What follows belongs to an exercise in optimizing a design on an open flow for small area; a production flow would make more cautious choices. Where RTL was checked, it was by simulation tests only, not by an equivalence proof against the original. No activity file was given, so power comes from the tool's default toggle rates.

Setup of run 1:
Design impl_top, start of the top module:
module impl_top (
input               clk     ,
input               sw_0    ,
input   wire        uart_rxd,
output  wire        uart_txd,
output  wire [7:0]  led,
output  wire uart_rx_break,
output  wire uart_rx_valid,
output  wire uart_tx_busy,
output  wire uart_rx_fe,
output  wire uart_rx_pe,
output  wire [10:0] uart_rx_data,
output  wire [199:0] sbus_frame,
output  wire sbus_frame_valid
);
wire rst = !sw_0;
reg rxd_0, rxd_1;
always @(posedge clk) begin
    if (rst) begin
        rxd_0 <= 1'b1;
        rxd_1 <= 1'b1;
    end else begin
        rxd_0 <= uart_rxd;
        rxd_1 <= rxd_0;
    end
end
reg [8:0] r_cnt;
reg [3:0] r_ph;
wire r_idle = r_ph == 4'd0;
wire r_stop = r_ph == 4'd14;
wire r_c500 = r_cnt == 9'd500;
wire r_c250 = r_cnt == 9'd250;
wire r_valid = r_stop && r_c250;
always @(posedge clk) begin
    if (rst || r_idle || r_c500 || r_valid)
        r_cnt <= 9'd0;
    else
        r_cnt <= r_cnt + 1'b1;
end
always @(posedge clk) begin
    if (rst)
        r_ph <= 4'd0;
    else if (r_idle) begin
        if (!rxd_1) r_ph <= 4'd1;
    end else if (r_ph == 4'd13)
        r_ph <= 4'd14;
    else if (r_stop) begin
        if (r_c250) r_ph <= 4'd0;
    end else if (r_c500)
        r_ph <= r_ph + 1'b1;
end
reg [10:0] r_sr;
always @(posedge clk) begin
    if (r_c250 && !r_stop)
        r_sr <= {rxd_1, r_sr[10:1]};
end
reg r_sel;
always @(posedge clk) begin
    r_sel <= sw_0 && r_stop;
end
reg seen;
always @(posedge clk) begin
    if (rst)
        seen <= 1'b0;
    else if (r_valid)
        seen <= 1'b1;
end
reg [10:0] d_reg;
always @(posedge clk) begin
    if (rst)
        d_reg <= 11'h0F0;
    else if (r_valid)
        d_reg <= r_sr;
end
assign uart_rx_data = r_sel ? r_sr
                            : {d_reg[10:8], d_reg[7:4] & {4{seen}}, d_reg[3:0]};
assign led = d_reg[7:0];
assign uart_rx_valid = r_valid;
assign uart_rx_break = r_valid && ~|r_sr;
assign uart_rx_pe = ^uart_rx_data[8:0];
assign uart_rx_fe = ~&uart_rx_data[10:9];
reg [8:0] t_cnt;
reg [3:0] t_ph;
wire t_idle = t_ph == 4'd0;
wire t_c500 = t_cnt == 9'd500;
  ...
Size: about 420 flip-flops, ~230 I/O pins.
==> flow/config.mk <==
export PLATFORM = sky130hd
export DESIGN_NAME = impl_top
export DESIGN_NICKNAME = impl_top
export VERILOG_FILES = /design/flow/design.v
export SDC_FILE = /design/flow/constraint.sdc
export NUM_CORES = 4
export LEC_CHECK = 0
export CAP_MARGIN = 20
export CORE_MARGIN = 2
export CORE_UTILIZATION = 40
export SLEW_MARGIN = 20
==> flow/constraint.sdc <==
create_clock -name core_clock -period 10.0 [get_ports {clk}]
set_input_delay 2.0000 -clock core_clock [delete_from_list [all_inputs] [get_ports {clk}]]
set_output_delay 2.0000 -clock core_clock [all_outputs]
set_load 0.01 [all_outputs]
standard.sh (not shown) runs the stock make flow with config.mk's settings and CLKGATE_MAP_FILE= SYNTH_SCRIPT=/design/flow/synth_recipe.tcl, a recipe that flattens the netlist after the stock synthesis.
==> flow/flow/run.sh <==
#!/bin/bash
# The standard ORFS flow (the standard.sh, standard synthesis unchanged)
# with two changes: port buffers use the smallest buffer cell, and the clock
# tree is built from clkbuf_4 cells in small sink clusters, without dummy loads.
set -euo pipefail
bash standard.sh \
  "BUFFER_PORTS_ARGS=-buffer_cell sky130_fd_sc_hd__buf_1" \
  "CTS_ARGS=-sink_clustering_enable -repair_clock_nets -dont_use_dummy_load -buf_list sky130_fd_sc_hd__clkbuf_4 -sink_clustering_size 8 -sink_clustering_max_diameter 60" \
  finish > flow.log 2>&1
Run 1: all stages complete, timing, DRC and antenna checks passed
For run 2, these inputs were changed with respect to run 1:
- CORE_UTILIZATION now 65, was 40
==> comparison <==
Run 2 against run 1: cell area has decreased, placer's final routability congestion estimate has increased, floorplan die width has decreased.
Run 2 completed; timing, DRC and antenna clean

---

Setup of job 104:
impl_top, a different RTL version from the one above (not shown whole).
For scale: ~230 I/O pins, ~13,000 sq um of cells after synthesis.
==> flow/config.mk <==
export PLATFORM = sky130hd
export DESIGN_NAME = impl_top
export DESIGN_NICKNAME = impl_top
export VERILOG_FILES = /design/flow/design.v
export SDC_FILE = /design/flow/constraint.sdc
export NUM_CORES = 4
export LEC_CHECK = 0
export CAP_MARGIN = 20
export CORE_MARGIN = 2
export CORE_UTILIZATION = 75
export SLEW_MARGIN = 20
==> flow/constraint.sdc <==
create_clock -name core_clock -period 10.0 [get_ports {clk}]
set_input_delay 2.0000 -clock core_clock [delete_from_list [all_inputs] [get_ports {clk}]]
set_output_delay 2.0000 -clock core_clock [all_outputs]
set_load 0.01 [all_outputs]
==> flow/flow/run.sh <==
#!/bin/bash
# The standard flow (standard.sh) with three changes:
#  - after the standard synthesis (unchanged, so every register keeps its
#    name and cell), the combinational cells are optimised again by ABC
#    (deepsyn, then area-oriented mapping; resyn.log); the flip-flops are not
#    touched;
#  - port buffers use the smallest buffer cell;
#  - the clock tree is built from clkbuf_4 cells in small sink clusters,
#    without dummy loads.
set -euo pipefail
KNOBS=(
  "BUFFER_PORTS_ARGS=-buffer_cell sky130_fd_sc_hd__buf_1"
  "CTS_ARGS=-sink_clustering_enable -repair_clock_nets -dont_use_dummy_load -buf_list sky130_fd_sc_hd__clkbuf_4 -sink_clustering_size 10 -sink_clustering_max_diameter 60"
)
bash standard.sh "${KNOBS[@]}" synth > flow_synth.log 2>&1

RES=orfs/results/$FLOW_PLATFORM/impl_top/base
LIB=$FLOW_HOME/platforms/$FLOW_PLATFORM/lib/sky130_fd_sc_hd__tt_025C_1v80.lib
YOSYS=$(command -v yosys || echo "$FLOW_HOME/../tools/install/yosys/bin/yosys")
python3 flow/cellmodels.py "$LIB" cellmodels.v > cellmodels.log 2>&1
cp $RES/1_2_yosys.v 1_2_yosys_standard.v
cat > abc_area.script <<EOS
strash
&get -n
&deepsyn -T 30
&put
dch -f
amap
topo
EOS
cat > resyn.ys <<EOS
read_liberty -lib $LIB
read_verilog 1_2_yosys_standard.v
hierarchy -top $FLOW_TOP
techmap -map cellmodels.v
opt -purge
techmap
opt -purge
abc -liberty $LIB -dont_use *lpflow* -dont_use *probe* -script abc_area.script
opt_clean -purge
hilomap -singleton -hicell sky130_fd_sc_hd__conb_1 HI -locell sky130_fd_sc_hd__conb_1 LO
insbuf -buf sky130_fd_sc_hd__buf_4 A X
check -assert -mapped
stat -liberty $LIB
write_verilog -noattr -nohex -nodec 1_2_yosys_resyn.v
EOS
"$YOSYS" -s resyn.ys > resyn.log 2>&1
cp 1_2_yosys_resyn.v $RES/1_2_yosys.v
rm -f $RES/1_synth.odb $RES/1_synth.sdc

bash standard.sh "${KNOBS[@]}" finish > flow.log 2>&1
Other scripts of this flow, unchanged in this note and not shown: flow/flow/cellmodels.py
Having completed the whole flow, job 104 delivered a layout that passed the timing, DRC and antenna checks.
For job 102, these inputs were changed with respect to job 104:
-- flow/config.mk --
<<< job 104, line 10
export CORE_UTILIZATION = 75
>>> job 102, line 10
export CORE_UTILIZATION = 50
## What came out
Maximum vdd ir drop (job 102 vs. job 104) decreases by more than 10%. Height of the chip (higher): job 102. Re peak clock frequency supported by timing: job 102 is about 2.5% down on job 104. Job 102: no failed stages, no open violations at the end. Core footprint on job 102 is up relative to job 104. Summary of job 102 over job 104: mean routed wirelength per cell fell by about 4.6%, detailed-route via count down 337. Taking job 104 as the reference, in job 102 final worst hold slack decreased 0.048 ns; synthesized area saw little to no change; logic depth of the worst setup path including buffers now smaller.

---

## run F
impl_top, a different RTL version from the one above (not shown whole).
Size in the first run: ~890 cells after synthesis, about 420 flip-flops, ~14,000 µm² of cells after synthesis.
clock: 10.0 ns
lec_check: 0
cap_margin: 20
core_margin: 2
core_utilization: 80
slew_margin: 20
==> flow/flow/run.sh <==
#!/bin/bash
# The standard ORFS flow (the standard.sh, standard synthesis unchanged)
# with two changes: port buffers use the smallest buffer cell, and the clock
# tree is built from clkbuf_4 cells in small sink clusters, without dummy loads.
set -euo pipefail
bash standard.sh \
  "BUFFER_PORTS_ARGS=-buffer_cell sky130_fd_sc_hd__buf_1" \
  "CTS_ARGS=-sink_clustering_enable -repair_clock_nets -dont_use_dummy_load -buf_list sky130_fd_sc_hd__clkbuf_4 -sink_clustering_size 10 -sink_clustering_max_diameter 60" \
  finish > flow.log 2>&1
Run F finished every step from synthesis to the final layout, and the layout passed the timing, DRC and antenna checks.
For run B, these inputs were changed with respect to run F:
- swapping 80 for 65 in CORE_UTILIZATION
--- a/flow/flow/run.sh
+++ b/flow/flow/run.sh
@@ -8,2 +8,3 @@
   "CTS_ARGS=-sink_clustering_enable -repair_clock_nets -dont_use_dummy_load -buf_list sky130_fd_sc_hd__clkbuf_4 -sink_clustering_size 10 -sink_clustering_max_diameter 60" \
+  "RECOVER_POWER=100" \
   finish > flow.log 2>&1
### Flow results
- Ran to the end and failed final checks on capacitance limit, slew limit: run B.
- The flow did not stop early for run F: all stages ran, and the layout cleared the timing, DRC and antenna checks.
- Setup WNS run F -> run B: worse
- Compared to run F, run B was floorplanned on a bigger die.
- Run B has first-pass GRT wire length below what run F had.

---

impl_top, a different RTL version from the one above (not shown whole).
Size in the first run: roughly 980 cells after synthesis, roughly 230 I/O pins, ~0.015 mm² of cells after synthesis.
==> flow/config.mk <==
export PLATFORM = sky130hd
export DESIGN_NAME = impl_top
export DESIGN_NICKNAME = impl_top
export VERILOG_FILES = /design/flow/design.v
export SDC_FILE = /design/flow/constraint.sdc
export NUM_CORES = 4
export LEC_CHECK = 0
export CAP_MARGIN = 20
export CORE_MARGIN = 2
export CORE_UTILIZATION = 40
export SLEW_MARGIN = 20
==> flow/constraint.sdc <==
create_clock -name core_clock -period 10.0 [get_ports {clk}]
set_input_delay 2.0000 -clock core_clock [delete_from_list [all_inputs] [get_ports {clk}]]
set_output_delay 2.0000 -clock core_clock [all_outputs]
set_load 0.01 [all_outputs]
==> flow/flow/run.sh <==
#!/bin/bash
# Standard ORFS flow with smaller port buffers and a lighter clock tree.
set -euo pipefail
bash standard.sh \
  "BUFFER_PORTS_ARGS=-buffer_cell sky130_fd_sc_hd__buf_1" \
  "CTS_ARGS=-sink_clustering_enable -repair_clock_nets -dont_use_dummy_load -buf_list {sky130_fd_sc_hd__clkbuf_2 sky130_fd_sc_hd__clkbuf_4 sky130_fd_sc_hd__clkbuf_8}" \
  finish > flow.log 2>&1
Then changed:
==> flow/run.sh (new file) <==
#!/bin/bash
# synth_recipe.tcl (not shown) runs the flow's synth.tcl, then flattens the netlist and writes it again
# the make line also repeats each setting of config.mk as NAME=value (left out here)
make -C /OpenROAD-flow-scripts/flow DESIGN_CONFIG=/design/flow/config.mk WORK_HOME=/design/flow/orfs CLKGATE_MAP_FILE= SYNTH_SCRIPT=/design/flow/synth_recipe.tcl finish
ABC_AREA = 1   (was unset)
removed: flow/flow/run.sh
removed: flow/standard.sh
After rerunning: Power increases by about 18%. Clock skew decreases by 0.037 ns. Sequential cell count is unchanged. Worst hold slack is better by 0.0073 ns. First-iteration DRC count grows by about 10%. Non-clock buffer count fell by 3. Via count went up by about 2.3%. Clock power rose by 34%.
Then changed:
ABC_AREA = unset   (was 1)
Effect:
- setup slack is better by 0.10 ns
- final area is lower slightly
- cell count is lower by a few percent
- routed wire length is lower by a few percent
- area after synthesis is lower slightly
- die area is lower slightly
- clock skew is lower by 0.0060 ns
- worst hold slack is worse by 0.0096 ns
- critical path depth is higher by 4
- power is lower by a little under a tenth
- utilization is higher by 0.34 points
Function was not checked in any run of this note: the RTL went through the layout flow alone.

static timing again, ports no longer ideal:
In the flow no input, the clock included, has a driving cell. The finished layouts below were timed again as built, in two steps.
Step 1 sets driving cells, clkbuf_16 on the clock port and buf_2 on the other inputs (assumed; they add their load-dependent delay and slew).
Step 2, shift: input delay + t, output delay - t, t = (earliest + latest rising clock arrival at the registers) / 2. This alone moves slack from input paths to output paths.
Slacks: ideal ports / drivers / drivers and shift; pairs: ideal ports / drivers.
run	t, ns	setup WS [ns]	worst setup path at the end	latest minus earliest clock arrival (ns)
run 1	0.729	4.744 / 4.700 / 5.429	register to output	0.072 / 0.072
run 2	0.696	4.708 / 4.667 / 5.362	register to output	0.023 / 0.023
job 104	0.702	4.981 / 4.940 / 5.387	input to register	0.057 / 0.057
job 102	0.683	4.853 / 4.811 / 5.089	input to register	0.070 / 0.070
run F	0.669	4.862 / 4.823 / 5.493	register to output	0.089 / 0.089
run B	0.677	3.130 / 3.089 / 3.400	register to register	0.064 / 0.064
the first run of note 4	0.604	4.397 / 4.351 / 4.955	register to output	0.066 / 0.066
the second run of note 4	0.571	4.783 / 4.730 / 5.301	register to output	0.021 / 0.021
the third run of note 4	0.577	4.887 / 4.836 / 5.412	register to output	0.015 / 0.015
